This design comes from an exercise in tuning for small area, a short achievable clock period and few clock cycles on the open sky130 flow, not from production work.
Where RTL was checked, it was by simulation tests only, not by an equivalence proof against the original.
The RTL of run 1 was laid out without a check of its function.

==> design.v <==
module Rotational_Cordic #(
	parameter INT_LENGTH        = 7,
	parameter FRAC_LENGTH       = 11,
	parameter NUM_OF_ITERATIONS = 11
) (
input  wire               CLK,
input  wire               RST,
input  wire               ENABLE,
input  wire signed [17:0] Xo,
input  wire signed [17:0] Yo,
input  wire signed [17:0] Zo,
output wire signed [17:0] XN,
output wire signed [17:0] YN,
output reg                Done
);
localparam signed [17:0] TWO_PI  = 18'h03243, M2PI  = 18'h3cdbc,
                         PI      = 18'h01921, MPI   = 18'h3e6df,
                         HPI     = 18'h00c90, MHPI  = 18'h3f36f,
                         T3PI2   = 18'h025b2, M3PI2 = 18'h3da4d;
reg signed [17:0] x, y;
reg signed [11:0] z;       
reg               neg, busy;
reg  [2:0]        pass;
wire hi  = Zo >  T3PI2;                
wire lo  = Zo <  M3PI2;                
wire qp  = Zo >= HPI  && Zo <= T3PI2;  
wire qn  = Zo >= M3PI2 && Zo <= MHPI;  
wire s0  = hi ? (Zo < TWO_PI) : lo ? (Zo <= M2PI) : qp ? (Zo < PI) : qn ? (Zo < MPI) : Zo[17];
reg signed [17:0] k1;
always @* begin
  case ({hi, lo, qp, qn})
    4'b1000: k1 = -TWO_PI;
    4'b0100: k1 =  TWO_PI;
    4'b0010: k1 = -PI;
    4'b0001: k1 =  PI;
    default: k1 = 18'sd0;
  endcase
  k1 = s0 ? k1 + 18'sd1608 : k1 - 18'sd1608;
end
wire signed [17:0] z1  = Zo + k1;
wire signed [11:0] z1s = (z1[17:11] == 7'h00 || z1[17:11] == 7'h7f) ? z1[11:0]
                                                                   : {z1[17], {11{~z1[17]}}};
wire [18:0] x1t = {Xo, 1'b1} + {Yo ^ {18{~s0}}, ~s0};
wire [18:0] y1t = {Yo, 1'b1} + {Xo ^ {18{s0}},  s0};
reg signed [17:0] xa, ya, xb, yb;    
reg        [11:0] aa, ab;            
always @* begin
  case (pass)
    3'd0:    begin aa = 12'h3b5; ab = 12'h1f5; end
    3'd1:    begin aa = 12'h0fe; ab = 12'h07f; end
    3'd2:    begin aa = 12'h03f; ab = 12'h01f; end
    3'd3:    begin aa = 12'h00f; ab = 12'h007; end
    default: begin aa = 12'h003; ab = 12'h001; end
  endcase
end
always @* begin
  case (pass)
    3'd0:    begin xa = x >>> 1; ya = y >>> 1; end
    3'd1:    begin xa = x >>> 3; ya = y >>> 3; end
    3'd2:    begin xa = x >>> 5; ya = y >>> 5; end
    3'd3:    begin xa = x >>> 7; ya = y >>> 7; end
    default: begin xa = x >>> 9; ya = y >>> 9; end
  endcase
end
wire sa = z[11];
wire [18:0] xat = {x, 1'b1} + {ya ^ {18{~sa}}, ~sa};
wire [18:0] yat = {y, 1'b1} + {xa ^ {18{sa}},  sa};
wire [12:0] zat = {z, 1'b1} + {aa ^ {12{~sa}}, ~sa};
wire signed [17:0] x2 = xat[18:1], y2 = yat[18:1];
wire signed [11:0] z2 = zat[12:1];
always @* begin
  case (pass)
    3'd0:    begin xb = x2 >>> 2; yb = y2 >>> 2; end
    3'd1:    begin xb = x2 >>> 4; yb = y2 >>> 4; end
    3'd2:    begin xb = x2 >>> 6; yb = y2 >>> 6; end
    3'd3:    begin xb = x2 >>> 8; yb = y2 >>> 8; end
    default: begin xb = x2 >>> 10; yb = y2 >>> 10; end
  endcase
end
wire sb = z2[11];
wire [18:0] xbt = {x2, 1'b1} + {yb ^ {18{~sb}}, ~sb};
wire [18:0] ybt = {y2, 1'b1} + {xb ^ {18{sb}},  sb};
wire [12:0] zbt = {z2, 1'b1} + {ab ^ {12{~sb}}, ~sb};
always @(posedge CLK or negedge RST)
  if (!RST) begin
    busy <= 1'b0; Done <= 1'b0; pass <= 3'd0;
  end else begin
    Done <= busy && pass == 3'd4;
    if (ENABLE) begin
      busy <= 1'b1; pass <= 3'd0;
    end else begin
      if (pass == 3'd4) busy <= 1'b0;
      pass <= pass + 3'd1;
    end
  end
always @(posedge CLK)
  if (ENABLE) begin
    x <= x1t[18:1]; y <= y1t[18:1]; z <= z1s;
    neg <= qp | qn;
  end else begin
    x <= xbt[18:1]; y <= ybt[18:1]; z <= zbt[12:1];
  end
wire [28:0] xq = {{11{x[17]^neg}}, x ^ {18{neg}}};
wire [28:0] yq = {{11{y[17]^neg}}, y ^ {18{neg}}};
wire [28:0] kc = neg ? 29'd3290 : 29'd0;
wire [28:0] x5 = (xq << 2) + xq;
wire [28:0] y5 = (yq << 2) + yq;
wire [28:0] P  = (x5 << 8) - (xq << 5) - x5 + kc;
wire [28:0] Q  = (y5 << 8) - (yq << 5) - y5 + kc;
assign XN = P[28:11];
assign YN = Q[28:11];
endmodule
==> run.sh <==
#!/bin/bash
# synth_recipe.tcl (not shown) runs the flow's synth.tcl, then flattens the netlist and writes it again
# the make line also repeats each setting of config.mk as NAME=value (left out here)
make -C /OpenROAD-flow-scripts/flow DESIGN_CONFIG=/design/flow/config.mk WORK_HOME=/design/flow/orfs CLKGATE_MAP_FILE= SYNTH_SCRIPT=/design/flow/synth_recipe.tcl finish
==> config.mk <==
export PLATFORM = sky130hd
export DESIGN_NAME = Rotational_Cordic
export DESIGN_NICKNAME = Rotational_Cordic
export VERILOG_FILES = /design/flow/design.v
export SDC_FILE = /design/flow/constraint.sdc
export NUM_CORES = 4
export LEC_CHECK = 0
export CAP_MARGIN = 20
export CORE_MARGIN = 2
export CORE_UTILIZATION = 40
export PLACE_DENSITY = 0.6
export SLEW_MARGIN = 20
==> constraint.sdc <==
create_clock -name core_clock -period 8.0 [get_ports {CLK}]
set_input_delay 1.6000 -clock core_clock [delete_from_list [all_inputs] [get_ports {CLK}]]
set_output_delay 1.6000 -clock core_clock [all_outputs]
set_load 0.01 [all_outputs]
==> qor.yml, run 1 <==
routing:
  vias: 18600
  routedWlPerCell_um: 18.2
  routed_via_density: 5.75
  post-route-drc-count: 0
  first_pass_iters: 6
  drtIter0Drc: 1492
  antenna_left: 0
  finalWirelength_um: 59200
placement:
  dp.cells: 3186
  place_congestion: 0.959
  dpl_worst_slack_ns: -1.12
  place_area_um2: 21100
  io_buffer_count: 93
  dpl.hpwl_um: 47200
yosys:
  synth_cell_types: 98
  netlist_area_um2: 17600
  synth.area.top_cells: "ha_1 (19%), xnor2_1 (11%), xor2_1 (6.5%), dfxtp_1 (5.5%), a21oi_1 (5.1%)"
  synth_edf_count: 1
  yosys.area.top_type: "ha_1"
  synthesis.nets: 2733
  yosysSeqAreaShare_pct: 6.34
  ys_top_cells_by_count: "ha_1 (272), xnor2_1 (231), a21oi_1 (179), nand2_1 (170), nor2_1 (165)"
  synth_top_flop_cell: "dfxtp_1"
  yosys_register_bits: 54
  syn_area_per_cell_um2: 7.42
  syn_inst: 2374
  synth_warnings: 1
  yosysMostFrequentCell: "ha_1"
  synthArstFlopShare_pct: 9.26
  synth_top_area_share_pct: 19.3
timing:
  skew_ns: 0.00761
  finalHoldViolations: 0
  finalSetupViolCount: 17
  fmax_mhz: 114
  rsz0062_at_grt: "true"
  period_minus_slack_ns: 8.74
  relSlewSlack_pct: 28.4
  whs_ns: 0.492
  fin_ws_ns: -0.741
  worst_pin_slew_ns: 1.07
  final_max_slew_viol_count: 0
  tns_ns: -7.77
  period_share_pct: 109
final_layout:
  diodes: 0
  finalNetCount: 3017
  finalNonFillerCells: 3244
  final-seq-area_um2: 1120
  final_util_pct: 51.5
  drive_gt1_share_pct: 19.2
  final_area_um2: 22300
  multi_input_area_um2: 16500
  fill_cells: 4261
  syn2layout_area_growth_pct: 26.5
floorplan:
  die-area_um2: 45700
  die_y_um: 214
  start_util_pct: 40.7
  rows: 76
  coreArea_um2: 43300
  die-width_um: 214
  ios: 94
setup_path:
  cp-end-kind: "output pin"
  critPathLaunchType: "register"
  path_class: "register to output pin"
  crit_buf_inv: 7
  critPathMaxStageDelay_ns: 0.58
  cp.arrival_ns: 7.14
  cp_top_family: "compound AO/OA/AOI/OAI gates"
  crit_path_top_delay_cell: "fa_1"
  critPathRequiredTime_ns: 6.40
  crit_path_max_fanout: 7
outcome:
  so_faults: "setup timing"
  status: "complete, but fails checks"
grt:
  grt-ovfl-total: 0
  grt_pass1_vias: 18500
  grt_pass1_wl_um: 94600
  antenna_found_initial: 1
  grt_max_degree: 82
  grtUsageTotal_pct: 25.6
clock_network:
  path_clk_slew_ns: 0.07
  tritoncts: "yes"
  holdBufCountCts: 0
  clockBufferDepth: 2
  cts_made_buffers: 5
  htree_levels: 2
  root_buffer: "clkbuf_16"
  clock_latency_ns: 0.32
  clock_sinks: 54
job:
  maxCapViolations: 0
worst_hold_path:
  hold_class: "register to register"
final timing paths:
| kind | start | endpoint | slack, ns | depth (start not counted) |
|---|---|---|---|---|
| worst max register to register | pass[0]$_DFF_PN0_ | y[11]$_DFF_P_ | 0.79 | 31 |
| worst min-delay path | busy$_DFFE_PN0P_ | busy$_DFFE_PN0P_ | 0.49 | 1 |
| max in group asynchronous | RST | pass[1]$_DFF_PN0_ | 6.31 | 1 |
| min in group asynchronous | RST | Done$_DFF_PN0_ | 1.50 | 1 |
| worst max-delay path | neg$_DFFE_PP_ | XN[17] | -0.74 | 36 |
| worst min register to register | busy$_DFFE_PN0P_ | busy$_DFFE_PN0P_ | 0.49 | 1 |
layout make-up:
type                       instances  area share, %
clock inverter                     2          0.174
clock buffer                       6          0.623
multi-input combinational       2076           74.1
sequential                        54           5.01
inverter                         112           1.90
timing repair buffer             409           14.9
tap                              585           3.28
registers in the layout (all words and copies together) (netlist names):
register,cells
y,18
Done,1
pass,3
busy,1
z,12
x,18
neg,1
placed cells by master (no fill, tap or decap), drive strengths merged, types with 82 or more instances in the layout:
cell,netlist,routed
nand2,170,170
nor2,166,166
inv,111,111
a21oi,181,181
a21o,82,82
xor2,130,130
buf,34,339
o21ai,175,175
ha,272,272
xnor2,232,232
cells by family after synthesis:
family	synth area share, %
AOI/OAI and AO/OA	30.2
and+or+nand+nor	16.3
xor gates and xnor gates	18.0
adders and majority gates	23.0
buffers and inverters	5.30
DFF	6.34
muxes	0.831
what timing repair did:
item / CTS / global route
pin swaps: 54 / 73
setup endpoints to repair: 31 / 34
resized for setup: 157 / 83
cloned: 2 / 0
setup buffers: 36 / 21
per-layer routing:
metal / wire [µm] / track usage [%]
met2: 28100 / 44.8
met4: 1690 / 8.29
met5: 0 / 0
met3: 2860 / 2.21
met1: 26500 / 33.2
==> run 2, diff against run 1 <==
--- a/design.v
+++ b/design.v
@@ -104,7 +104,5 @@
 wire [28:0] yq = {{11{y[17]^neg}}, y ^ {18{neg}}};
-wire [28:0] kc = neg ? 29'd3290 : 29'd0;
-wire [28:0] x5 = (xq << 2) + xq;
-wire [28:0] y5 = (yq << 2) + yq;
-wire [28:0] P  = (x5 << 8) - (xq << 5) - x5 + kc;
-wire [28:0] Q  = (y5 << 8) - (yq << 5) - y5 + kc;
+wire [28:0] kc = neg ? 29'd3293 : 29'd3;
+wire [28:0] P  = (xq << 10) + (xq << 8) + ~(xq << 5) + ~(xq << 2) + ~xq + kc;
+wire [28:0] Q  = (yq << 10) + (yq << 8) + ~(yq << 5) + ~(yq << 2) + ~yq + kc;
 assign XN = P[28:11];
==> run 2 against run 1 <==
Compared with the run above:
- the run now finishes clean
- register-to-register slack got worse by 0.13 ns
- wire length decreased by 14%
- non-clock buffer count decreased by 244
- first-iteration DRC count shrank 26%
- cell area decreased by 14%
- via count fell by 14%
- clock skew hardly changed
- hold slack worse by 0.014 ns
==> qor.yml, run 2 <==
grt:
  grt_pass1_vias: 15500  # was 18,500
  grt_max_degree: 92  # was 82
  grtUsageTotal_pct: 22.6  # was 25.6%
  grt_pass1_wl_um: 81500  # was 94,600 µm
  grt-ovfl-total: 0  # unchanged
  antenna_found_initial: 0  # was 1
setup_path:
  critPathLaunch: "neg$_DFFE_PP_"  # unchanged
  cp.arrival_ns: 5.98  # was 7.14 ns
  crit_path_top_delay_cell: "clkdlybuf4s50_1"  # was fa_1
  reg2reg_from: "pass[0]$_DFF_PN0_"  # unchanged
  critPathMaxStageDelay_ns: 0.58  # about the same
  critPathRequiredTime_ns: 6.40  # about the same
  crit_buf_inv: 4  # was 7
  cp_cell_sequence: "buf_12 -> buf_6 -> xor2_1 -> inv_1 -> fa_1 -> fa_1 -> ha_1 -> ha_1 -> or3_1 -> o31ai_1 -> a21boi_1 -> a21oi_2 -> o21ai_1 -> a41o_1 -> o41ai_4 -> nor2_1 -> a311oi_1 -> clkdlybuf4s50_1"
  worst-r2r-setup-slack_ns: 0.66  # was 0.79 ns
  cp-end-kind: "output pin"  # unchanged
  cp_top_family: "compound AO/OA/AOI/OAI gates"  # unchanged
  crit_path_max_fanout: 40  # was 7
  critPathLaunchType: "register"  # unchanged
  path_class: "register to output pin"  # unchanged
floorplan:
  coreArea_um2: 42000  # was 43,300 µm²
  die-area_um2: 44300  # was 45,700 µm²
  die-width_um: 211  # was 214 µm
  die_y_um: 211  # was 214 µm
  rows: 75  # was 76
  start_util_pct: 40.6  # was 40.7%
  ios: 94  # unchanged
final_layout:
  diodes: 0  # unchanged
  finalNetCount: 2622  # was 3,017
  multi_input_area_um2: 15300  # was 16,500 µm²
  layout_common_cells: "ha_1 (268), xnor2_1 (220), nand2_1 (149), nor2_1 (148), a21oi_1 (136)"  # was buf_4 (299), ha_1 (252), xnor2_1 (226), nand2_1 (165), nor2_1 (161)
  final_util_pct: 45.4  # was 51.5%
  fill_cells: 4199  # was 4,261
  final_area_um2: 19100  # was 22,300 µm²
  drive_gt1_share_pct: 6.30  # was 19.2%
  finalNonFillerCells: 2747  # was 3,244
  top_regs: "x x18, y x18, z x12"  # unchanged
  final-seq-area_um2: 1120  # about the same
  final_common_cell: "ha_1"  # was buf_4
  syn2layout_area_growth_pct: 11.8  # was 26.5%
routing:
  vias: 16000  # was 18,600
  post-route-drc-count: 0  # unchanged
  antenna_left: 0  # unchanged
  first_pass_iters: 7  # was 6
  finalWirelength_um: 50600  # was 59,200 µm
  routed_via_density: 5.82  # was 5.75
  drtIter0Drc: 1107  # was 1,492
  routedWlPerCell_um: 18.4  # was 18.2 µm
yosys:
  synth_warnings: 1  # unchanged
  syn_area_per_cell_um2: 8.03  # was 7.42 µm²
  yosysMostFrequentCell: "ha_1"  # unchanged
  synth_cell_types: 99  # was 98
  syn_inst: 2127  # was 2,374
  yosysSeqAreaShare_pct: 6.54  # was 6.34%
  synthArstFlopShare_pct: 9.26  # unchanged
  yosys.area.top_type: "ha_1"  # unchanged
  synth_edf_count: 1  # unchanged
  synth_top_flop_cell: "dfxtp_1"  # unchanged
  synth.area.top_cells: "ha_1 (20%), xnor2_1 (11%), fa_1 (11%), dfxtp_1 (5.6%), xor2_1 (5.2%)"  # was ha_1 (19%), xnor2_1 (11%), xor2_1 (6.5%), dfxtp_1 (5.5%), a21oi_1 (5.1%)
  yosys_register_bits: 54  # unchanged
  synthesis.nets: 2542  # was 2,733
  ys_top_cells_by_count: "ha_1 (268), xnor2_1 (220), nand2_1 (149), nor2_1 (148), a21oi_1 (137)"  # was ha_1 (272), xnor2_1 (231), a21oi_1 (179), nand2_1 (170), nor2_1 (165)
  netlist_area_um2: 17100  # was 17,600 µm²
  synth_top_area_share_pct: 19.6  # was 19.3%
worst_hold_path:
  hold_class: "register to register"  # unchanged
  worstHoldStart: "busy$_DFFE_PN0P_"  # unchanged
placement:
  place_area_um2: 18900  # was 21,100 µm²
  dpl.hpwl_um: 42000  # was 47,200 µm
  io_buffer_count: 93  # unchanged
  dp.cells: 2739  # was 3,186
  place_congestion: 0.983  # was 0.959
clock_network:
  clockBufferDepth: 2  # unchanged
  path_clk_slew_ns: 0.07  # about the same
  cts_made_buffers: 5  # unchanged
  cts_setup_buffers: 0  # was 36
  htree_levels: 2  # unchanged
  tritoncts: "yes"  # unchanged
  root_buffer: "clkbuf_16"  # unchanged
  clock_latency_ns: 0.32  # about the same
  clock_sinks: 54  # unchanged
timing:
  relSlewSlack_pct: 36.9  # was 28.4%
  worst_pin_slew_ns: 0.946  # was 1.07 ns
  fmax_mhz: 132  # was 114 MHz
  finalHoldViolations: 0  # unchanged
  skew_ns: 0.00748  # was 0.00761 ns
  final_max_slew_viol_count: 0  # unchanged
  period_share_pct: 94.8  # was 109%
  rsz0062_at_grt: "false"  # was true
  finalSetupViolCount: 0  # was 17
  period_minus_slack_ns: 7.58  # was 8.74 ns
  tns_ns: 0  # was -7.77 ns
outcome:
  status: "finished clean"  # was complete, but fails checks
job:
  maxCapViolations: 0  # unchanged
[run 2: what timing repair did]
item | CTS | global route
setup endpoints to repair | 0 | 5
gates resized for setup | 0 | 9
hold buffers | 0 | 0
[run 2: stage by stage]
step                worst slack, ns  hold slack (ns)
finish                        0.420            0.478
global route                 0.0442            0.522
CTS                          0.0266            0.481
detailed placement            0.393            0.464
global placement              0.413            0.453
floorplan                     0.605            0.443
[run 2: worst paths after layout]
| kind | to | depth (start not counted) |
|---|---|---|
| setup / recovery | XN[17] | 18 |
| hold / removal | busy$_DFFE_PN0P_ | 1 |
| setup reg to reg | y[14]$_DFF_P_ | 33 |
| hold reg to reg | busy$_DFFE_PN0P_ | 1 |
| max in group asynchronous | pass[2]$_DFF_PN0_ | 1 |
| min in group asynchronous | Done$_DFF_PN0_ | 1 |
[run 2: kinds of logic after synthesis]
kind of cell | Yosys count | share of synthesized area [%]
AO/OA/AOI/OAI | 635 | 25.7
XOR/XNOR | 322 | 16.6
adder cells (fa/ha/maj) | 358 | 30.2
buffers and inverters | 194 | 4.41
flip-flops | 54 | 6.54
multiplexers | 17 | 1.03
AND/OR/NAND/NOR | 547 | 15.5
[run 2: layout make-up]
class                           count  area share [%]
Multi-Input combinational cell   1879            80.0
Sequential cell                    54            5.85
Tap cell                          539            3.53
Clock buffer                        7           0.800
Timing Repair Buffer              165            7.77
Clock inverter                      1          0.0459
Inverter                          102            2.02
[run 2: per-layer routing]
metal,vias to the layer above,part of all wire [%],track usage [%]
li1,7843,-,-
met1,7560,46,31.3
met2,505,45,36.8
met3,92,5.8,1.95
met4,0,3.1,7.77
met5,-,0,0
Testbench counts of run 2, summed over its fixed seeds: cycles 9,600.
==> run 3, diff against run 2 <==
--- a/design.v
+++ b/design.v
@@ -42,4 +42,2 @@
                                                                    : {z1[17], {11{~z1[17]}}};
-wire [18:0] x1t = {Xo, 1'b1} + {Yo ^ {18{~s0}}, ~s0};
-wire [18:0] y1t = {Yo, 1'b1} + {Xo ^ {18{s0}},  s0};
 reg signed [17:0] xa, ya, xb, yb;    
@@ -70,14 +68,17 @@
 wire signed [11:0] z2 = zat[12:1];
+wire signed [17:0] xi = busy ? x2 : Xo;
+wire signed [17:0] yi = busy ? y2 : Yo;
 always @* begin
-  case (pass)
-    3'd0:    begin xb = x2 >>> 2; yb = y2 >>> 2; end
-    3'd1:    begin xb = x2 >>> 4; yb = y2 >>> 4; end
-    3'd2:    begin xb = x2 >>> 6; yb = y2 >>> 6; end
-    3'd3:    begin xb = x2 >>> 8; yb = y2 >>> 8; end
-    default: begin xb = x2 >>> 10; yb = y2 >>> 10; end
+  if (!busy) begin xb = xi; yb = yi; end
+  else case (pass)
+    3'd0:    begin xb = xi >>> 2; yb = yi >>> 2; end
+    3'd1:    begin xb = xi >>> 4; yb = yi >>> 4; end
+    3'd2:    begin xb = xi >>> 6; yb = yi >>> 6; end
+    3'd3:    begin xb = xi >>> 8; yb = yi >>> 8; end
+    default: begin xb = xi >>> 10; yb = yi >>> 10; end
   endcase
 end
-wire sb = z2[11];
-wire [18:0] xbt = {x2, 1'b1} + {yb ^ {18{~sb}}, ~sb};
-wire [18:0] ybt = {y2, 1'b1} + {xb ^ {18{sb}},  sb};
+wire sb = busy ? z2[11] : s0;
+wire [18:0] xbt = {xi, 1'b1} + {yb ^ {18{~sb}}, ~sb};
+wire [18:0] ybt = {yi, 1'b1} + {xb ^ {18{sb}},  sb};
 wire [12:0] zbt = {z2, 1'b1} + {ab ^ {12{~sb}}, ~sb};
@@ -97,3 +98,3 @@
   if (ENABLE) begin
-    x <= x1t[18:1]; y <= y1t[18:1]; z <= z1s;
+    x <= xbt[18:1]; y <= ybt[18:1]; z <= z1s;
     neg <= qp | qn;
--- a/config.mk
+++ b/config.mk
@@ -9,4 +9,4 @@
 export CORE_MARGIN = 2
-export CORE_UTILIZATION = 40
-export PLACE_DENSITY = 0.6
+export CORE_UTILIZATION = 70
+export PLACE_DENSITY = 0.8
 export SLEW_MARGIN = 20
==> run 3 against run 2 <==
Compared with the run above:
- sequential cell count unchanged
- cell area is 11% lower
- first-iteration DRC count increased by 53%
- cell count fell by 18%
- worst setup slack lost 0.15 ns
- maximum frequency fell by 1.9%
==> qor.yml, run 3 <==
clock_network:
  root_buffer: "clkbuf_16"  # unchanged
  holdBufCountCts: 0  # unchanged
  clock_latency_ns: 0.33  # was 0.32 ns
  clock_sinks: 54  # unchanged
  htree_levels: 2  # unchanged
  clockBufferDepth: 2  # unchanged
  path_clk_slew_ns: 0.08  # was 0.07 ns
  cts_made_buffers: 5  # unchanged
  tritoncts: "yes"  # unchanged
yosys:
  synth.area.top_cells: "ha_1 (19%), fa_1 (12%), xnor2_1 (11%), dfxtp_1 (6.3%), a21oi_1 (4.7%)"  # was ha_1 (20%), xnor2_1 (11%), fa_1 (11%), dfxtp_1 (5.6%), xor2_1 (5.2%)
  ys_top_cells_by_count: "ha_1 (233), xnor2_1 (201), a21oi_1 (143), nor2_1 (135), nand2_1 (132)"  # was ha_1 (268), xnor2_1 (220), nand2_1 (149), nor2_1 (148), a21oi_1 (137)
  netlist_area_um2: 15400  # was 17,100 µm²
  synth_top_flop_cell: "dfxtp_1"  # unchanged
  synth_top_area_share_pct: 19.0  # was 19.6%
  synth-compound-area-share_pct: 24.9  # was 25.7%
  syn_area_per_cell_um2: 7.97  # was 8.03 µm²
  yosys.area.top_type: "ha_1"  # unchanged
  synth_fa_ha_area_share_pct: 30.7  # was 30.2%
  yosysMostFrequentCell: "ha_1"  # unchanged
  synthArstFlopShare_pct: 9.26  # unchanged
  syn_inst: 1927  # was 2,127
  synth_warnings: 1  # unchanged
  synth_cell_types: 91  # was 99
  synth-simple-area-share_pct: 15.1  # was 15.5%
  synth_xor_xnor_area_share_pct: 15.3  # was 16.6%
  yosys_register_bits: 54  # unchanged
  synth_edf_count: 1  # unchanged
  synthesis.nets: 2307  # was 2,542
  yosysSeqAreaShare_pct: 7.27  # was 6.54%
  synth_top_family_by_area: "adder cells"  # unchanged
  synth_mux_area_share_pct: 1.49  # was 1.03%
final_layout:
  fill_cells: 1564  # was 4,199
  diodes: 0  # unchanged
  final_common_cell: "ha_1"  # unchanged
  finalNetCount: 2363  # was 2,622
  top_regs: "x x18, y x18, z x12"  # unchanged
  finalNonFillerCells: 2264  # was 2,747
  final_area_um2: 17000  # was 19,100 µm²
  syn2layout_area_growth_pct: 10.4  # was 11.8%
  drive_gt1_share_pct: 6.25  # was 6.30%
  layout_common_cells: "ha_1 (232), xnor2_1 (200), a21oi_1 (143), nor2_1 (135), nand2_1 (132)"  # was ha_1 (268), xnor2_1 (220), nand2_1 (149), nor2_1 (148), a21oi_1 (136)
timing:
  finalSetupViolCount: 0  # unchanged
  tns_ns: 0  # unchanged
  finalHoldViolations: 0  # unchanged
  final_max_slew_viol_count: 0  # unchanged
  period_share_pct: 96.6  # was 94.8%
  period_minus_slack_ns: 7.73  # was 7.58 ns
  relSlewSlack_pct: 44.9  # was 36.9%
  fin_ws_ns: 0.269  # was 0.420 ns
  skew_ns: 0.0188  # was 0.00748 ns
  rsz0062_at_grt: "true"  # was false
  worst_pin_slew_ns: 0.805  # was 0.946 ns
  fmax_mhz: 129  # was 132 MHz
routing:
  post-route-drc-count: 0  # unchanged
  antenna_left: 0  # unchanged
  routedWlPerCell_um: 20.6  # was 18.4 µm
  vias: 15200  # was 16,000
  routed_via_density: 6.70  # was 5.82
  drtIter0Drc: 1695  # was 1,107
  first_pass_iters: 9  # was 7
  finalWirelength_um: 46600  # was 50,600 µm
floorplan:
  coreArea_um2: 21700  # was 42,000 µm²
  rows: 54  # was 75
  start_util_pct: 70.8  # was 40.6%
  die_y_um: 152  # was 211 µm
  ios: 94  # unchanged
  die-width_um: 152  # was 211 µm
  die-area_um2: 23100  # was 44,300 µm²
grt:
  globalRouteMet1Util_pct: 51.9  # was 31.3%
  antenna_found_initial: 0  # unchanged
  grt_pass1_vias: 14700  # was 15,500
  gr-max-usage-layer: "met2"  # unchanged
  grt_max_degree: 81  # was 92
  grt-ovfl-total: 0  # unchanged
  grtUsageMet3_pct: 7.51  # was 1.95%
  grt_pass1_wl_um: 74200  # was 81,500 µm
  groute.layer.met2.usage_pct: 62.3  # was 36.8%
  grtUsageTotal_pct: 39.0  # was 22.6%
setup_path:
  critPathRequiredTime_ns: 6.40  # about the same
  cp.arrival_ns: 6.13  # was 5.98 ns
  path_class: "register to output pin"  # unchanged
  cp-end-kind: "output pin"  # unchanged
  critPathLaunchType: "register"  # unchanged
  crit_path_max_fanout: 32  # was 40
job:
  maxCapViolations: 0  # unchanged
placement:
  dp.cells: 2253  # was 2,739
  io_buffer_count: 93  # unchanged
  place_area_um2: 16700  # was 18,900 µm²
  dpl.hpwl_um: 37000  # was 42,000 µm
  dpl_worst_slack_ns: 0.209  # was 0.393 ns
  place_congestion: 1.05  # was 0.983
worst_hold_path:
  hold_class: "register to register"  # unchanged
outcome:
  status: "finished clean"  # unchanged
==> run 3: cells by family after synthesis <==
family | count (synthesis)
fa+ha+maj | 323
mux | 21
simple gates | 486
xor+xnor | 268
compound gates | 565
buf+inv | 210
flops | 54
==> run 3: worst paths after layout <==
| check | from | endpoint | slack (ns) | cells past startpoint |
|---|---|---|---|---|
| worst max-delay path | neg$_DFFE_PP_ | YN[17] | 0.27 | 17 |
| worst min-delay path | pass[0]$_DFF_PN0_ | pass[0]$_DFF_PN0_ | 0.51 | 1 |
| worst max register to register | pass[0]$_DFF_PN0_ | x[17]$_DFF_P_ | 0.64 | 32 |
| worst min register to register | pass[0]$_DFF_PN0_ | pass[0]$_DFF_PN0_ | 0.51 | 1 |
| max in group asynchronous | RST | busy$_DFFE_PN0P_ | 6.24 | 1 |
| min in group asynchronous | RST | Done$_DFF_PN0_ | 1.52 | 1 |
==> run 3: metal layers <==
metal | vias up | share of wire (%) | routed length [µm]
li1 | 7009 | - | -
met1 | 7064 | 40 | 18400
met2 | 898 | 44 | 20600
met3 | 205 | 11 | 5040
met4 | 0 | 5.3 | 2470
met5 | - | 0 | 0
==> run 3: worst max-delay path, stage by stage (launching register included) <==
cell             delay (ns)
edfxtp_1               0.47
clkbuf_16              0.28
xor2_1                 0.36
inv_1                  0.22
fa_1                   0.54
fa_1                   0.50
ha_1                   0.31
ha_1                   0.29
nand2_1                0.05
a211oi_1               0.37
o21ai_0                0.25
a2111oi_2              0.52
a31oi_1                0.24
o21ai_1                0.34
nor4_1                 0.09
nor3_1                 0.23
xnor2_1                0.17
clkdlybuf4s50_1        0.57
==> run 3: layout make-up <==
cell class	count	area, µm²	share of cell area (%)
clock inverters	3	26.3	0.155
multi-input cells	1663	13600	80.1
repair buffers	137	1290	7.60
well taps	280	350	2.07
flip-flops and latches	54	1120	6.59
inverters	122	458	2.70
clock buffers	5	125	0.738
==> run 3: what timing repair did <==
action	CTS	global route
endpoints found under the setup margin	2	9
cloned	0	1
hold endpoints to repair	0	0
buffers inserted	0	1
gates resized for setup	1	19
pin swaps	0	1
==> run 3: stage by stage <==
| stage | hold WS (ns) | utilization [%] |
|---|---|---|
| 5_1_grt | 0.528 | 78.2 |
| 3_3_place_gp | 0.483 | 76.8 |
| 4_1_cts | 0.503 | 77.5 |
| 6_report | 0.507 | 78.2 |
| 2_1_floorplan | 0.460 | - |
| 3_5_place_dp | 0.491 | 76.8 |
Testbench counts of run 3, summed over its fixed seeds: cycles 9,600.
==> run 4, diff against run 3 <==
--- a/config.mk
+++ b/config.mk
@@ -7,6 +7,7 @@
 export LEC_CHECK = 0
+export ABC_AREA = 1
 export CAP_MARGIN = 20
 export CORE_MARGIN = 2
-export CORE_UTILIZATION = 70
-export PLACE_DENSITY = 0.8
+export CORE_UTILIZATION = 40
+export PLACE_DENSITY = 0.6
 export SLEW_MARGIN = 20
==> run 4 against run 3 <==
Compared with the run above:
- non-clock buffer count decreased by 15
- core utilization fell by 33 points
- cell count increased by 45%
- worst setup slack better by 0.14 ns
- sequential cell count unchanged
- hold slack about the same
- largest cell class unchanged
==> qor.yml, run 4 <==
outcome:
  status: "finished clean"  # unchanged
floorplan:
  die_y_um: 211  # was 152 µm
  start_util_pct: 40.7  # was 70.8%
  ios: 94  # unchanged
  die-width_um: 211  # was 152 µm
  die-area_um2: 44400  # was 23,100 µm²
  coreArea_um2: 42000  # was 21,700 µm²
  rows: 75  # was 54
routing:
  routed_via_density: 5.53  # was 6.70
  vias: 18200  # was 15,200
  post-route-drc-count: 0  # unchanged
  first_pass_iters: 8  # was 9
  finalWirelength_um: 58800  # was 46,600 µm
  drtIter0Drc: 1592  # was 1,695
  routedWlPerCell_um: 17.9  # was 20.6 µm
  antenna_left: 0  # unchanged
final_layout:
  finalNonFillerCells: 3291  # was 2,264
  syn2layout_area_growth_pct: 10.3  # was 10.4%
  drive_gt1_share_pct: 3.45  # was 6.25%
  diodes: 0  # unchanged
  final_common_cell: "nand2_1"  # was ha_1
  final-seq-area_um2: 1120  # about the same
  finalNetCount: 3131  # was 2,363
  fill_cells: 4517  # was 1,564
  layout_common_cells: "nand2_1 (662), inv_1 (371), ha_1 (233), a21oi_1 (202), nand3_1 (200)"  # was ha_1 (232), xnor2_1 (200), a21oi_1 (143), nor2_1 (135), nand2_1 (132)
  multi_input_area_um2: 14300  # was 13,600 µm²
  top_regs: "x x18, y x18, z x12"  # unchanged
timing:
  period_share_pct: 94.8  # was 96.6%
  fin_ws_ns: 0.413  # was 0.269 ns
  period_minus_slack_ns: 7.59  # was 7.73 ns
  finalSetupViolCount: 0  # unchanged
  rsz0062_at_grt: "false"  # was true
  relSlewSlack_pct: 39.4  # was 44.9%
  worst_pin_slew_ns: 0.902  # was 0.805 ns
  final_max_slew_viol_count: 0  # unchanged
  tns_ns: 0  # unchanged
  skew_ns: 0.0143  # was 0.0188 ns
  finalHoldViolations: 0  # unchanged
  fmax_mhz: 132  # was 129 MHz
yosys:
  yosys.area.top_type: "ha_1"  # unchanged
  yosysMostFrequentCell: "nand2_1"  # was ha_1
  yosysSeqAreaShare_pct: 6.53  # was 7.27%
  synth_top_flop_cell: "dfxtp_1"  # unchanged
  syn_area_per_cell_um2: 6.38  # was 7.97 µm²
  synth.area.top_cells: "ha_1 (17%), nand2_1 (15%), fa_1 (11%), inv_1 (8.1%), xor2_1 (7.0%)"  # was ha_1 (19%), fa_1 (12%), xnor2_1 (11%), dfxtp_1 (6.3%), a21oi_1 (4.7%)
  synthesis.nets: 3061  # was 2,307
  synth_warnings: 1  # unchanged
  netlist_area_um2: 17100  # was 15,400 µm²
  synth_top_area_share_pct: 17.1  # was 19.0%
  synthArstFlopShare_pct: 9.26  # unchanged
  yosys_register_bits: 54  # unchanged
  synth_cell_types: 52  # was 91
  ys_top_cells_by_count: "nand2_1 (662), inv_1 (371), ha_1 (233), a21oi_1 (202), nand3_1 (200)"  # was ha_1 (233), xnor2_1 (201), a21oi_1 (143), nor2_1 (135), nand2_1 (132)
  syn_inst: 2681  # was 1,927
  synth_edf_count: 1  # unchanged
clock_network:
  clockBufferDepth: 2  # unchanged
  clock_sinks: 54  # unchanged
  htree_levels: 2  # unchanged
  cts_made_buffers: 5  # unchanged
  clock_latency_ns: 0.32  # was 0.33 ns
  cts_resized: 0  # was 1
  root_buffer: "clkbuf_16"  # unchanged
  path_clk_slew_ns: 0.08  # about the same
  tritoncts: "yes"  # unchanged
placement:
  dp.cells: 3282  # was 2,253
  io_buffer_count: 93  # unchanged
  place_congestion: 0.974  # was 1.05
  dpl_worst_slack_ns: 0.569  # was 0.209 ns
  dpl.hpwl_um: 49400  # was 37,000 µm
setup_path:
  cp_common_cell: "fa_1"
  cp_cell_sequence: "buf_4 -> xnor2_1 -> fa_1 -> inv_1 -> fa_1 -> fa_1 -> inv_1 -> ha_1 -> a21oi_1 -> o21a_1 -> o21ai_0 -> nand2_1 -> o211ai_1 -> nand2_1 -> o211ai_1 -> a221oi_1 -> xor2_1 -> clkdlybuf4s50_1"  # was clkbuf_16 -> xor2_1 -> inv_1 -> fa_1 -> fa_1 -> ha_1 -> ha_1 -> nand2_1 -> a211oi_1 -> o21ai_0 -> a2111oi_2 -> a31oi_1 -> o21ai_1 -> nor4_1 -> nor3_1 -> xnor2_1 -> clkdlybuf4s50_1
  cp_top_family: "adder cells"  # was compound AO/OA/AOI/OAI gates
  critPathLaunchType: "register"  # unchanged
  critPathMaxStageDelay_ns: 0.68  # was 0.57 ns
  cp.arrival_ns: 5.99  # was 6.13 ns
  crit_path_max_fanout: 12  # was 32
  crit_buf_inv: 4  # was 3
  critPathRequiredTime_ns: 6.40  # about the same
  cp-end-kind: "output pin"  # unchanged
  path_class: "register to output pin"  # unchanged
  crit_path_top_delay_cell: "edfxtp_1"  # was clkdlybuf4s50_1
worst_hold_path:
  hold_class: "register to register"  # unchanged
grt:
  grt-ovfl-total: 0  # unchanged
  grt_max_degree: 82  # was 81
  grt_pass1_vias: 17500  # was 14,700
  antenna_found_initial: 0  # unchanged
  grtUsageTotal_pct: 26.1  # was 39.0%
  grt_pass1_wl_um: 92700  # was 74,200 µm
job:
  maxCapViolations: 0  # unchanged
==> run 4: logic make-up after synthesis <==
group,after synthesis,synth area share [%]
flip-flops,54,6.53
adder cells (fa/ha/maj),323,27.6
AND/OR/NAND/NOR,1170,29.0
AO/OA/AOI/OAI,498,16.9
buffers and inverters,436,9.72
XOR/XNOR,200,10.2
==> run 4: layout make-up <==
cell class / count / share of cell area [%]
clock buffer: 5 / 0.664
tap: 539 / 3.58
clock inverter: 3 / 0.259
timing repair buffer: 122 / 6.11
sequential: 54 / 5.93
multi-input combinational: 2191 / 76.0
inverter: 377 / 7.51
==> run 4: worst paths after layout <==
path / from / end / slack [ns] / depth (start not counted)
max: neg$_DFFE_PP_ / YN[17] / 0.41 / 18
min: pass[0]$_DFF_PN0_ / pass[0]$_DFF_PN0_ / 0.51 / 1
max reg2reg: pass[0]$_DFF_PN0_ / y[17]$_DFF_P_ / 1.22 / 33
min reg2reg: pass[0]$_DFF_PN0_ / pass[0]$_DFF_PN0_ / 0.51 / 1
max in group asynchronous: RST / busy$_DFFE_PN0P_ / 6.15 / 1
min in group asynchronous: RST / Done$_DFF_PN0_ / 1.56 / 1
==> run 4: routing by layer <==
layer / track usage, % / vias up / routed length (µm)
met5: 0 / - / 0
met2: 43.6 / 732 / 26500
li1: - / 9034 / -
met1: 35.8 / 8339 / 26800
met3: 2.14 / 90 / 3760
met4: 7.94 / 0 / 1720
==> run 4: repair_timing <==
| action | in CTS | in global routing |
|---|---|---|
| setup endpoints to repair | 0 | 7 |
| buffers inserted | 0 | 1 |
| endpoints found under the hold margin | 0 | 0 |
| hold buffers | 0 | 0 |
==> run 4: through the flow <==
step	area (µm²)	hold WS, ns	util, %
final	18900	0.506	44.8
after global routing	18900	0.530	44.8
after CTS	18800	0.502	44.8
after detailed placement	18700	0.491	44.4
after global placement	18700	0.485	44.4
after floorplan	17100	0.460	-
==> run 5, diff against run 4 <==
--- a/config.mk
+++ b/config.mk
@@ -7,3 +7,2 @@
 export LEC_CHECK = 0
-export ABC_AREA = 1
 export CAP_MARGIN = 20
@@ -12,2 +11,3 @@
 export PLACE_DENSITY = 0.6
+export SETUP_SLACK_MARGIN = 1.5
 export SLEW_MARGIN = 20
==> run 5 against run 4 <==
Compared with the run above:
- worst setup slack gained 0.90 ns
- critical path depth rose by 4
- clock-buffer cell count is 1 higher
- cell area is 6.8% higher
==> qor.yml, run 5 <==
clock_network:
  htree_levels: 2  # unchanged
  clockBufferDepth: 2  # unchanged
  clock_sinks: 54  # unchanged
  path_clk_slew_ns: 0.08  # about the same
  clock_latency_ns: 0.33  # was 0.32 ns
  root_buffer: "clkbuf_16"  # unchanged
  cts_made_buffers: 5  # unchanged
  tritoncts: "yes"  # unchanged
yosys:
  synth_warnings: 1  # unchanged
  synth_top_flop_cell: "dfxtp_1"  # unchanged
  synth_top_area_share_pct: 19.0  # was 17.1%
  yosys.area.top_type: "ha_1"  # unchanged
  ys_top_cells_by_count: "ha_1 (233), xnor2_1 (201), a21oi_1 (143), nor2_1 (135), nand2_1 (132)"  # was nand2_1 (662), inv_1 (371), ha_1 (233), a21oi_1 (202), nand3_1 (200)
  synth.area.top_cells: "ha_1 (19%), fa_1 (12%), xnor2_1 (11%), dfxtp_1 (6.3%), a21oi_1 (4.7%)"  # was ha_1 (17%), nand2_1 (15%), fa_1 (11%), inv_1 (8.1%), xor2_1 (7.0%)
  synth_edf_count: 1  # unchanged
  synthArstFlopShare_pct: 9.26  # unchanged
  yosysSeqAreaShare_pct: 7.27  # was 6.53%
  syn_inst: 1927  # was 2,681
  synthesis.nets: 2307  # was 3,061
  synth_cell_types: 91  # was 52
  netlist_area_um2: 15400  # was 17,100 µm²
  yosysMostFrequentCell: "ha_1"  # was nand2_1
  yosys_register_bits: 54  # unchanged
  syn_area_per_cell_um2: 7.97  # was 6.38 µm²
floorplan:
  coreArea_um2: 37800  # was 42,000 µm²
  die_y_um: 200  # was 211 µm
  start_util_pct: 40.7  # about the same
  ios: 94  # unchanged
  die-width_um: 200  # was 211 µm
  die-area_um2: 40000  # was 44,400 µm²
  rows: 71  # was 75
grt:
  grt-ovfl-total: 0  # unchanged
  grtUsageTotal_pct: 26.0  # was 26.1%
  antenna_found_initial: 0  # unchanged
  grt_max_degree: 50  # was 82
  grt_pass1_wl_um: 81200  # was 92,700 µm
  grt_pass1_vias: 14800  # was 17,500
timing:
  fmax_mhz: 150  # was 132 MHz
  skew_ns: 0.0217  # was 0.0143 ns
  finalSetupViolCount: 0  # unchanged
  worst_pin_slew_ns: 0.790  # was 0.902 ns
  final_max_slew_viol_count: 0  # unchanged
  rsz0062_at_grt: "true"  # was false
  relSlewSlack_pct: 47.1  # was 39.4%
  tns_ns: 0  # unchanged
  whs_ns: 0.521  # was 0.506 ns
  period_share_pct: 83.6  # was 94.8%
  finalHoldViolations: 0  # unchanged
  period_minus_slack_ns: 6.69  # was 7.59 ns
routing:
  vias: 15600  # was 18,200
  antenna_left: 0  # unchanged
  routedWlPerCell_um: 20.3  # was 17.9 µm
  drtIter0Drc: 1215  # was 1,592
  post-route-drc-count: 0  # unchanged
  finalWirelength_um: 53800  # was 58,800 µm
  first_pass_iters: 9  # was 8
  routed_via_density: 5.88  # was 5.53
job:
  maxCapViolations: 0  # unchanged
placement:
  place_congestion: 0.964  # was 0.974
  dpl.hpwl_um: 40400  # was 49,400 µm
  io_buffer_count: 93  # unchanged
  place_area_um2: 17200  # was 18,700 µm²
setup_path:
  cp.arrival_ns: 5.09  # was 5.99 ns
  cp-end-kind: "output pin"  # unchanged
  critPathLaunchType: "register"  # unchanged
  path_class: "register to output pin"  # unchanged
  critPathRequiredTime_ns: 6.40  # about the same
  crit_path_max_fanout: 8  # was 12
final_layout:
  syn2layout_area_growth_pct: 31.1  # was 10.3%
  diodes: 0  # unchanged
  top_regs: "x x18, y x18, z x12"  # unchanged
  final_area_um2: 20100  # was 18,900 µm²
  finalNetCount: 2516  # was 3,131
  drive_gt1_share_pct: 24.6  # was 3.45%
  final_common_cell: "ha_1"  # was nand2_1
  layout_common_cells: "ha_1 (198), xnor2_1 (181), buf_4 (165), nand2_1 (128), nor2_1 (127)"  # was nand2_1 (662), inv_1 (371), ha_1 (233), a21oi_1 (202), nand3_1 (200)
outcome:
  status: "finished clean"  # unchanged
worst_hold_path:
  hold_class: "register to register"  # unchanged
-- run 5: metrics by stage --
step                std cells  setup WS, ns  util (%)
finish                   2648          1.31      53.3
global route             2648          1.08      53.3
CTS                      2561          1.26      49.3
detailed placement       2505         0.454      45.5
global placement         2505         0.543      45.5
floorplan                1927          1.48         -
-- run 5: cells by family after synthesis --
group	Yosys count	share of synthesized area [%]
compound gates	565	24.9
buf+inv	210	5.20
simple gates	486	15.1
fa+ha+maj	323	30.7
xor+xnor	268	15.3
flops	54	7.27
mux	21	1.49
-- run 5: final cells by class --
cell class / count / area, µm²
multi-input combinational: 1668 / 15300
fill: 3499 / 17600
timing repair buffer: 285 / 2420
clock buffer: 6 / 139
tap: 511 / 639
sequential: 54 / 1120
inverter: 122 / 480
clock inverter: 2 / 16.3
-- run 5: worst max-delay path, cell delays in order, from the launching register on --
cell	delay, ns
edfxtp_1	0.45
buf_12	0.18
buf_16	0.17
xor2_4	0.18
inv_4	0.07
fa_1	0.55
fa_1	0.44
fa_1	0.60
ha_4	0.21
a21o_1	0.16
a21oi_2	0.13
nor2b_1	0.06
o21ai_1	0.13
nand2b_1	0.09
a22o_1	0.19
a31o_4	0.23
nor4_4	0.18
nor3_2	0.09
buf_4	0.16
buf_4	0.14
nor4_4	0.15
nor2_1	0.07
buf_2	0.14
-- run 5: path summary, 6_finish.rpt --
check | from | to | slack (ns) | cells past startpoint
worst max-delay path | neg$_DFFE_PP_ | XN[15] | 1.31 | 22
worst min-delay path | pass[0]$_DFF_PN0_ | pass[0]$_DFF_PN0_ | 0.52 | 1
worst max register to register | pass[1]$_DFF_PN0_ | y[17]$_DFF_P_ | 1.64 | 27
worst min register to register | pass[0]$_DFF_PN0_ | pass[0]$_DFF_PN0_ | 0.52 | 1
max in group asynchronous | RST | busy$_DFFE_PN0P_ | 6.29 | 1
min in group asynchronous | RST | pass[2]$_DFF_PN0_ | 1.49 | 1
-- run 5: what timing repair did --
action	CTS	global route
gates resized for setup	279	258
hold buffers	0	0
pin swaps	70	160
cloned	4	4
setup buffers	44	83
endpoints found under the setup margin	66	67
-- run 5: layer usage --
layer | up-vias | global-route usage, % | wire length [µm]
met5 | - | 0 | 0
met4 | 0 | 7.19 | 1620
met3 | 109 | 3.61 | 3780
met2 | 660 | 42.4 | 24700
met1 | 7460 | 35.8 | 23700
li1 | 7335 | - | -
==> run 6, diff against run 5 <==
--- a/config.mk
+++ b/config.mk
@@ -11,3 +11,2 @@
 export PLACE_DENSITY = 0.6
-export SETUP_SLACK_MARGIN = 1.5
 export SLEW_MARGIN = 20
==> run 6 against run 5 <==
Compared with the run above:
- still clean on timing, DRC and antenna
- critical path depth fell by 1
- first-iteration DRC count is 16% higher
- die area unchanged
- critical endpoint is now XN[16]
==> qor.yml, run 6 <==
outcome:
  status: "finished clean"  # unchanged
grt:
  grt-ovfl-total: 0  # unchanged
  grt_max_degree: 48  # was 50
  grtUsageTotal_pct: 25.2  # was 26.0%
  grt_pass1_wl_um: 78200  # was 81,200 µm
  antenna_found_initial: 0  # unchanged
  grt_pass1_vias: 14200  # was 14,800
routing:
  vias: 14600  # was 15,600
  routedWlPerCell_um: 19.8  # was 20.3 µm
  antenna_left: 0  # unchanged
  routed_via_density: 5.83  # was 5.88
  drtIter0Drc: 1412  # was 1,215
  post-route-drc-count: 0  # unchanged
  first_pass_iters: 8  # was 9
  finalWirelength_um: 49700  # was 53,800 µm
timing:
  fmax_mhz: 132  # was 150 MHz
  relSlewSlack_pct: 34.4  # was 47.1%
  skew_ns: 0.0121  # was 0.0217 ns
  finalSetupViolCount: 0  # unchanged
  finalHoldViolations: 0  # unchanged
  period_minus_slack_ns: 7.57  # was 6.69 ns
  period_share_pct: 94.6  # was 83.6%
  rsz0062_at_grt: "true"  # unchanged
  final_max_slew_viol_count: 0  # unchanged
  worst_pin_slew_ns: 0.983  # was 0.790 ns
  tns_ns: 0  # unchanged
setup_path:
  cp.arrival_ns: 5.97  # was 5.09 ns
  crit_path_top_delay_cell: "clkdlybuf4s50_1"  # was fa_1
  critPathLaunchType: "register"  # unchanged
  worst-r2r-setup-slack_ns: 0.56  # was 1.64 ns
  cp-end-kind: "output pin"  # unchanged
  critPathMaxStageDelay_ns: 0.55  # was 0.60 ns
  critPathRequiredTime_ns: 6.40  # about the same
  rr_worst_depth: 32  # was 27
  r2r_end: "x[17]$_DFF_P_"  # was y[17]$_DFF_P_
  crit_path_max_fanout: 47  # was 8
  critical_path.endpoint: "XN[16]"  # was XN[15]
  path_class: "register to output pin"  # unchanged
  reg2reg_from: "pass[0]$_DFF_PN0_"  # was pass[1]$_DFF_PN0_
  critPathLaunch: "neg$_DFFE_PP_"  # unchanged
  cp_cell_sequence: "buf_12 -> buf_4 -> xor2_1 -> inv_1 -> fa_1 -> fa_1 -> ha_1 -> ha_1 -> and4_1 -> o21ai_0 -> a21boi_0 -> o21ai_0 -> a21boi_0 -> buf_4 -> a31o_2 -> nor4_2 -> nor3_1 -> o31a_1 -> nor2_1 -> xnor2_1 -> clkdlybuf4s50_1"  # was buf_12 -> buf_16 -> xor2_4 -> inv_4 -> fa_1 -> fa_1 -> fa_1 -> ha_4 -> a21o_1 -> a21oi_2 -> nor2b_1 -> o21ai_1 -> nand2b_1 -> a22o_1 -> a31o_4 -> nor4_4 -> nor3_2 -> buf_4 -> buf_4 -> nor4_4 -> nor2_1 -> buf_2
final_layout:
  finalNonFillerCells: 2504  # was 2,648
  diodes: 0  # unchanged
  layout_common_cells: "ha_1 (232), xnor2_1 (201), a21oi_1 (143), nor2_1 (135), nand2_1 (132)"  # was ha_1 (198), xnor2_1 (181), buf_4 (165), nand2_1 (128), nor2_1 (127)
  final_common_cell: "ha_1"  # unchanged
  fill_cells: 3793  # was 3,499
  final_area_um2: 17300  # was 20,100 µm²
  top_regs: "x x18, y x18, z x12"  # unchanged
  syn2layout_area_growth_pct: 12.5  # was 31.1%
  finalNetCount: 2372  # was 2,516
  drive_gt1_share_pct: 6.32  # was 24.6%
  final_util_pct: 45.8  # was 53.3%
floorplan:
  start_util_pct: 40.7  # unchanged
  ios: 94  # unchanged
  die_y_um: 200  # unchanged
  rows: 71  # unchanged
  die-width_um: 200  # unchanged
  die-area_um2: 40000  # unchanged
  coreArea_um2: 37800  # unchanged
clock_network:
  cts_made_buffers: 5  # unchanged
  clock_latency_ns: 0.33  # about the same
  cts_setup_buffers: 0  # was 44
  root_buffer: "clkbuf_16"  # unchanged
  holdBufCountCts: 0  # unchanged
  cts_resized: 0  # was 279
  clock_sinks: 54  # unchanged
  htree_levels: 2  # unchanged
  tritoncts: "yes"  # unchanged
  clockBufferDepth: 2  # unchanged
  path_clk_slew_ns: 0.08  # about the same
yosys:
  yosys.area.top_type: "ha_1"  # unchanged
  netlist_area_um2: 15400  # unchanged
  syn_area_per_cell_um2: 7.97  # unchanged
  synth_top_area_share_pct: 19.0  # unchanged
  yosysMostFrequentCell: "ha_1"  # unchanged
  syn_inst: 1927  # unchanged
  synth_cell_types: 91  # unchanged
  synthesis.nets: 2307  # unchanged
  synth_warnings: 1  # unchanged
  synth_edf_count: 1  # unchanged
  synth.area.top_cells: "ha_1 (19%), fa_1 (12%), xnor2_1 (11%), dfxtp_1 (6.3%), a21oi_1 (4.7%)"  # unchanged
  ys_top_cells_by_count: "ha_1 (233), xnor2_1 (201), a21oi_1 (143), nor2_1 (135), nand2_1 (132)"  # unchanged
  yosys_register_bits: 54  # unchanged
  yosysSeqAreaShare_pct: 7.27  # unchanged
  synthArstFlopShare_pct: 9.26  # unchanged
  synth_top_flop_cell: "dfxtp_1"  # unchanged
worst_hold_path:
  hold_class: "register to register"  # unchanged
placement:
  dpl.hpwl_um: 40700  # was 40,400 µm
  place_area_um2: 17000  # was 17,200 µm²
  io_buffer_count: 93  # unchanged
  dp.cells: 2496  # was 2,505
  place_congestion: 0.983  # was 0.964
job:
  maxCapViolations: 0  # unchanged
-- run 6: cell counts after synthesis --
Identical to the previous run, type by type.
-- run 6: cell type report --
cell class / instances / area (µm²) / area share (%)
flip-flops and latches: 54 / 1120 / 6.47
inverters: 122 / 458 / 2.65
clock buffers: 5 / 125 / 0.724
clock inverters: 3 / 47.5 / 0.275
well taps: 511 / 639 / 3.70
multi-input cells: 1663 / 13500 / 78.4
repair buffers: 146 / 1340 / 7.76
-- run 6: through the flow --
step	hold slack (ns)	setup WS (ns)
after floorplan	0.460	0.820
final	0.513	0.434
after detailed placement	0.505	0.265
after global routing	0.536	-0.0151
after global placement	0.486	0.437
after CTS	0.519	0.158
-- run 6: logic make-up after synthesis --
family / after synthesis / share of synthesized area [%]
AO/OA/AOI/OAI: 565 / 24.9
adder cells (fa/ha/maj): 323 / 30.7
AND/OR/NAND/NOR: 486 / 15.1
XOR/XNOR: 268 / 15.3
buffers and inverters: 210 / 5.20
flip-flops: 54 / 7.27
multiplexers: 21 / 1.49
-- run 6: worst min path at each step --
stage                      start           endpoint  slack (ns)  depth (start not counted)
2_1_floorplan  pass[0]$_DFF_PN0_  pass[0]$_DFF_PN0_        0.46                          1
3_3_place_gp   pass[0]$_DFF_PN0_  pass[0]$_DFF_PN0_        0.49                          1
3_5_place_dp   pass[0]$_DFF_PN0_  pass[0]$_DFF_PN0_        0.50                          1
4_1_cts        pass[0]$_DFF_PN0_  pass[0]$_DFF_PN0_        0.52                          1
5_1_grt        pass[0]$_DFF_PN0_  pass[0]$_DFF_PN0_        0.54                          1
6_report       pass[0]$_DFF_PN0_  pass[0]$_DFF_PN0_        0.51                          1
-- run 6: metal layers --
metal	share of wire [%]	track usage, %
met1	46	35.7
met2	43	38.6
met3	8.0	4.49
met4	3.1	8.45
met5	0	0
-- run 6: worst max-delay path: cells and delay by family, from the launching register on --
kind,cells,cell delay (ns)
AO/OA/AOI/OAI,6,1.11
adder cells (fa/ha/maj),4,1.60
flip-flops,1,0.39
XOR/XNOR,2,0.45
AND/OR/NAND/NOR,4,0.62
buffers and inverters,5,1.45
==> run 7, diff against run 6 <==
--- a/config.mk
+++ b/config.mk
@@ -11,2 +11,3 @@
 export PLACE_DENSITY = 0.6
+export SETUP_SLACK_MARGIN = 0.5
 export SLEW_MARGIN = 20
==> run 7 against run 6 <==
Compared with the run above:
- area after synthesis unchanged
- register-to-register slack improved by 0.23 ns
- largest cell class unchanged
- critical endpoint is now XN[17]
- still clean on timing, DRC and antenna
- maximum frequency grew 3.6%
==> qor.yml, run 7 <==
setup_path:
  critPathLaunchType: "register"  # unchanged
  critPathLaunch: "neg$_DFFE_PP_"  # unchanged
  rr_worst_depth: 30  # was 32
  critPathRequiredTime_ns: 6.40  # about the same
  reg2reg_from: "pass[1]$_DFF_PN0_"  # was pass[0]$_DFF_PN0_
  path_class: "register to output pin"  # unchanged
  cp.arrival_ns: 5.70  # was 5.97 ns
  cp-end-kind: "output pin"  # unchanged
  crit_path_max_fanout: 23  # was 47
clock_network:
  path_clk_slew_ns: 0.08  # about the same
  holdBufCountCts: 0  # unchanged
  clock_sinks: 54  # unchanged
  root_buffer: "clkbuf_16"  # unchanged
  clockBufferDepth: 2  # unchanged
  htree_levels: 2  # unchanged
  tritoncts: "yes"  # unchanged
  cts_made_buffers: 5  # unchanged
  clock_latency_ns: 0.33  # about the same
timing:
  whs_ns: 0.517  # was 0.513 ns
  skew_ns: 0.0130  # was 0.0121 ns
  fin_ws_ns: 0.701  # was 0.434 ns
  worst_pin_slew_ns: 0.984  # was 0.983 ns
  fmax_mhz: 137  # was 132 MHz
  rsz0062_at_grt: "true"  # unchanged
  relSlewSlack_pct: 34.3  # was 34.4%
  finalSetupViolCount: 0  # unchanged
  period_minus_slack_ns: 7.30  # was 7.57 ns
  finalHoldViolations: 0  # unchanged
  tns_ns: 0  # unchanged
  final_max_slew_viol_count: 0  # unchanged
  period_share_pct: 91.2  # was 94.6%
routing:
  first_pass_iters: 9  # was 8
  post-route-drc-count: 0  # unchanged
  vias: 14700  # was 14,600
  drtIter0Drc: 1386  # was 1,412
  routedWlPerCell_um: 20.1  # was 19.8 µm
  antenna_left: 0  # unchanged
  finalWirelength_um: 50500  # was 49,700 µm
  routed_via_density: 5.83  # about the same
floorplan:
  die-width_um: 200  # unchanged
  die_y_um: 200  # unchanged
  start_util_pct: 40.7  # unchanged
  coreArea_um2: 37800  # unchanged
  rows: 71  # unchanged
  ios: 94  # unchanged
  die-area_um2: 40000  # unchanged
final_layout:
  finalNetCount: 2382  # was 2,372
  multi_input_area_um2: 13900  # was 13,500 µm²
  final_area_um2: 17800  # was 17,300 µm²
  top_regs: "x x18, y x18, z x12"  # unchanged
  final_common_cell: "ha_1"  # unchanged
  final-seq-area_um2: 1120  # unchanged
  drive_gt1_share_pct: 9.14  # was 6.32%
  fill_cells: 3738  # was 3,793
  finalNonFillerCells: 2514  # was 2,504
  layout_common_cells: "ha_1 (229), xnor2_1 (192), a21oi_1 (140), nor2_1 (134), nand2_1 (131)"  # was ha_1 (232), xnor2_1 (201), a21oi_1 (143), nor2_1 (135), nand2_1 (132)
  diodes: 0  # unchanged
  final_util_pct: 47.1  # was 45.8%
  syn2layout_area_growth_pct: 15.7  # was 12.5%
grt:
  antenna_found_initial: 0  # unchanged
  grt_pass1_wl_um: 78800  # was 78,200 µm
  grt-ovfl-total: 0  # unchanged
  grt_max_degree: 39  # was 48
  grtUsageTotal_pct: 25.5  # was 25.2%
  grt_pass1_vias: 14200  # about the same
yosys:
  synth_edf_count: 1  # unchanged
  synth_warnings: 1  # unchanged
  synth.area.top_cells: "ha_1 (19%), fa_1 (12%), xnor2_1 (11%), dfxtp_1 (6.3%), a21oi_1 (4.7%)"  # unchanged
  synthArstFlopShare_pct: 9.26  # unchanged
  synthesis.nets: 2307  # unchanged
  yosysSeqAreaShare_pct: 7.27  # unchanged
  syn_area_per_cell_um2: 7.97  # unchanged
  synth_top_flop_cell: "dfxtp_1"  # unchanged
  yosysMostFrequentCell: "ha_1"  # unchanged
  ys_top_cells_by_count: "ha_1 (233), xnor2_1 (201), a21oi_1 (143), nor2_1 (135), nand2_1 (132)"  # unchanged
  synth_cell_types: 91  # unchanged
  netlist_area_um2: 15400  # unchanged
  yosys_register_bits: 54  # unchanged
  yosys.area.top_type: "ha_1"  # unchanged
  syn_inst: 1927  # unchanged
  synth_top_area_share_pct: 19.0  # unchanged
worst_hold_path:
  worstHoldStart: "pass[0]$_DFF_PN0_"  # unchanged
  hold_class: "register to register"  # unchanged
  hold_depth: 1  # unchanged
placement:
  dpl.hpwl_um: 40700  # unchanged
  place_area_um2: 17000  # unchanged
  place_congestion: 0.983  # unchanged
  dp.cells: 2496  # unchanged
  dpl_worst_slack_ns: 0.265  # unchanged
  io_buffer_count: 93  # unchanged
outcome:
  status: "finished clean"  # unchanged
job:
  maxCapViolations: 0  # unchanged
[run 7: cell counts after synthesis]
No cell type changed its count.
[run 7: critical path, stage by stage (launching register included)]
cell and delay (ns):
edfxtp_1 0.50, buf_4 0.20, buf_16 0.18, xnor2_1 0.15, buf_4 0.18, fa_1 0.48
inv_1 0.06, fa_1 0.52, inv_1 0.05, fa_1 0.58, ha_4 0.22, a21oi_1 0.14
nor2b_1 0.06, o21ai_0 0.15, nand2b_1 0.11, a22o_1 0.24, a31o_2 0.26, nor4_4 0.19
nor3_2 0.11, nor2_1 0.16, a21oi_1 0.09, xnor2_1 0.15, clkdlybuf4s50_1 0.56
[run 7: metal layers]
metal | vias to the layer above | wire [µm] | share of wire, % | track usage (%)
met5 | - | 0 | 0 | 0
met4 | 0 | 1450 | 2.9 | 8.45
met3 | 67 | 3660 | 7.2 | 4.49
met2 | 559 | 22000 | 44 | 39.2
met1 | 6986 | 23400 | 46 | 35.9
li1 | 7048 | - | - | -
[run 7: timing repair]
item                       in CTS  in global routing
gates cloned                    2                  1
gates resized for setup        21                 62
setup buffers                   1                  6
pin swaps                       1                  4
setup endpoints to repair      13                 38
[run 7: cell type report]
| cell class | instances | share of cell area, % |
|---|---|---|
| inverter | 122 | 2.59 |
| sequential | 54 | 6.29 |
| tap | 511 | 3.60 |
| timing repair buffer | 155 | 8.31 |
| multi-input combinational | 1664 | 78.2 |
| clock inverter | 3 | 0.267 |
| clock buffer | 5 | 0.704 |
[run 7: cell families after synthesis]
group | Yosys count | synth area share (%)
XOR/XNOR | 268 | 15.3
adder cells (fa/ha/maj) | 323 | 30.7
buffers and inverters | 210 | 5.20
AND/OR/NAND/NOR | 486 | 15.1
AO/OA/AOI/OAI | 565 | 24.9
flip-flops | 54 | 7.27
multiplexers | 21 | 1.49
[run 7: final timing paths]
check / endpoint / slack [ns]
hold reg to reg: pass[0]$_DFF_PN0_ / 0.52
setup / recovery: XN[17] / 0.70
setup reg to reg: x[17]$_DFF_P_ / 0.79
min in group asynchronous: Done$_DFF_PN0_ / 1.51
hold / removal: pass[0]$_DFF_PN0_ / 0.52
max in group asynchronous: busy$_DFFE_PN0P_ / 6.24

-- port drivers added, routing unchanged --
In the flow no input, the clock included, has a driving cell. The finished layouts below were timed again as built, in two steps.
Step 1, drivers: a clkbuf_16 drives CLK and a buf_2 each remaining input, both assumed.
Step 2 times the ports against the registers' clock, not the clock port: input delays grow and output delays shrink by t, the midpoint of the rising clock arrivals with the driver on.
Slacks: no drivers / after step 1 / after step 2; pairs: no drivers / after step 1.
run | t, ns | setup slack, ns | pins driven straight from the clock port
run 1 | 0.366 | -0.741 / -0.789 / -0.423 | 1
run 2 | 0.359 | 0.420 / 0.372 / 0.382 | 1
run 3 | 0.361 | 0.269 / 0.224 / 0.362 | 1
run 4 | 0.365 | 0.413 / 0.361 / 0.726 | 1
run 5 | 0.371 | 1.313 / 1.262 / 1.356 | 1
run 6 | 0.371 | 0.434 / 0.388 / 0.510 | 1
run 7 | 0.374 | 0.701 / 0.654 / 0.612 | 1
The setup slack of run 7, which loses most, moves by -0.047 ns with the drivers and by -0.089 ns with both steps.
